This is an optimization exercise on Yosys and OpenROAD, whose aim is small area, not a production implementation.
Only simulation tests tie the RTL to the original design; equivalence was not proved.
Power is estimated from default activity; no workload was simulated.

## run A
// convolution
module convolution #(parameter BW1=16, BW2=16)
  (input iCLK, iRSTn, iWren,
   input signed [7:0] iX,
   input [7:0] iWeight,
   input [4:0] iADDR,
   output signed [BW2-1:0] oPsum);
Size in the first run: about 5600 cells after synthesis, roughly 1300 flip-flops, about 40 I/O pins, roughly 0.072 mm2 of cells after synthesis.
export LEC_CHECK = 0
export CAP_MARGIN = 20
export CORE_MARGIN = 2
export CORE_UTILIZATION = 40
export SLEW_MARGIN = 20
export SYNTH_HIERARCHICAL = 1
create_clock -name core_clock -period 6.0 [get_ports {iCLK}]
standard.sh (not shown) runs the stock make flow with config.mk's settings and CLKGATE_MAP_FILE= SYNTH_SCRIPT=/design/flow/synth_recipe.tcl, a recipe that flattens the netlist after the stock synthesis.
==> flow/flow/run.sh <==
#!/bin/bash
set -euo pipefail
export CTS_ARGS="-sink_clustering_enable -repair_clock_nets -dont_use_dummy_load -buf_list sky130_fd_sc_hd__clkbuf_8 -sink_clustering_size 14 -sink_clustering_max_diameter 60"
bash standard.sh > flow_standard.log 2>&1
What run B does differently from run A at the input level:
==> flow/flow/run.sh <==
#!/bin/bash
set -euo pipefail
export CTS_ARGS="-sink_clustering_enable -repair_clock_nets -dont_use_dummy_load -buf_list sky130_fd_sc_hd__clkbuf_8 -sink_clustering_size 18 -sink_clustering_max_diameter 45"
bash standard.sh > flow_standard.log 2>&1
==> comparison <==
On flip-flop and latch share of the layout cell area, run B tracks run A almost exactly.
Looking at setup slack on the worst flop-to-flop path, run B sits 0.04 ns higher than run A does.
Comparing run B with run A, the met3 layer wire length in the routed design came out essentially unchanged.
[inputs] run C vs run B
- a change of SLEW_MARGIN from 20 to 0
- a change of CAP_MARGIN from 20 to 0
==> flow/flow/run.sh <==
#!/bin/bash
set -euo pipefail
export CTS_ARGS="-sink_clustering_enable -repair_clock_nets -dont_use_dummy_load -buf_list sky130_fd_sc_hd__clkbuf_8 -sink_clustering_size 14 -sink_clustering_max_diameter 60"
bash standard.sh > flow_standard.log 2>&1
Results
- For detailed-routed wire length on met3, run B and run C come out practically identical.
- Between run C and run B, the routed metal-1 wire length does not differ in any meaningful way.
- Going from run B to run C, count of inserted antenna diode cells shrinks by 4.
- Compared with run B, run C shows a lower number of antenna violations at the first check in global routing.
- Compared with run B, in run C clock buffer instance count of the final layout -10; fraction of area in clock buffers and inverters -0.17 points.


Setup of v6:
convolution again, from the RTL that the note above started with.
make LEC_CHECK=0 CAP_MARGIN=20 CORE_MARGIN=2 CORE_UTILIZATION=40 SLEW_MARGIN=20 SYNTH_HIERARCHICAL=1 finish   # period 6.0 ns
run.sh (not shown) runs the stock make flow with config.mk's settings and CLKGATE_MAP_FILE= SYNTH_SCRIPT=/design/flow/synth_recipe.tcl, a recipe that flattens the netlist after the stock synthesis.
Stock flow here: none of the scripts above is used.
Input-level comparison between v7 and v6:
==> flow/flow/run.sh (new file) <==
#!/bin/bash
set -euo pipefail
export CTS_ARGS="-sink_clustering_enable -repair_clock_nets -dont_use_dummy_load -buf_list {sky130_fd_sc_hd__clkbuf_4 sky130_fd_sc_hd__clkbuf_8} -sink_clustering_size 10 -sink_clustering_max_diameter 50"
bash standard.sh > flow_standard.log 2>&1
==> flow/standard.sh (new file) <==
#!/bin/bash
# synth_recipe.tcl (not shown) runs the flow's synth.tcl, then flattens the netlist and writes it again
# the make line also repeats each setting of config.mk as NAME=value (left out here)
make -C /OpenROAD-flow-scripts/flow DESIGN_CONFIG=/design/flow/config.mk WORK_HOME=/design/flow/orfs CLKGATE_MAP_FILE= SYNTH_SCRIPT=/design/flow/synth_recipe.tcl "${@:-finish}"
removed: flow/run.sh
Notes after the runs:
- Via count of the first global-routing pass: v7 > v6
- Comparing final net count for v6 and v7, the smaller number came from v6.
- Relative to v6, worst slew margin relative to its limit increased by 3.3 points in v7.
- Area growth from synthesis to final layout | v7 below v6
- Delta (v7 minus v6): longest individual stage delay on the worst path fell by 0.05 ns; final cell count fell by about 0.9%.
- In v7, the share of total power in the clock network came out 7.2 points below the value in v6.
- The final reports for v7 and v6 show post-layout total power lower in the former.
- Worst path setup slack after routing across v6 and v7: no real change.
- Going from v6 to v7, cell area shrank by a few percent.

separate check: timing with driven ports:
The results above use ideal ports. As a check the final layouts listed here were re-extracted and re-timed, cells and wires unchanged.
Step 1: set_driving_cell puts a clkbuf_16 on iCLK and a buf_2 on each other input, an assumption about the parent block.
Step 2 also shifts input and output timing later by t, the mid clock arrival at the registers, as if the neighbouring blocks saw the same clock.
Three values: ideal ports, drivers, drivers and shift; two values: the first two.
run | t, ns | setup slack, ns | hold slack, ns | worst setup path after step 2 | worst register clock-pin slew, ns
run A | 0.919 | 0.323 / 0.323 / 0.323 | 0.145 / 0.285 / 0.290 | register to register | 0.09 / 0.09
run B | 0.951 | 0.361 / 0.361 / 0.243 | 0.271 / 0.271 / 0.271 | input to register | 0.12 / 0.12
run C | 0.919 | 0.323 / 0.323 / 0.323 | 0.145 / 0.285 / 0.290 | register to register | 0.09 / 0.09
v6 | 0.871 | 0.346 / 0.346 / 0.346 | 0.240 / 0.295 / 0.295 | register to register | 0.07 / 0.07
v7 | 0.950 | 0.349 / 0.349 / 0.349 | 0.127 / 0.270 / 0.273 | register to register | 0.08 / 0.08
After both steps setup and hold are still met in every run listed. The setup slack of run B, which loses most, moves by 0.000 ns with the drivers and by -0.118 ns with both steps.
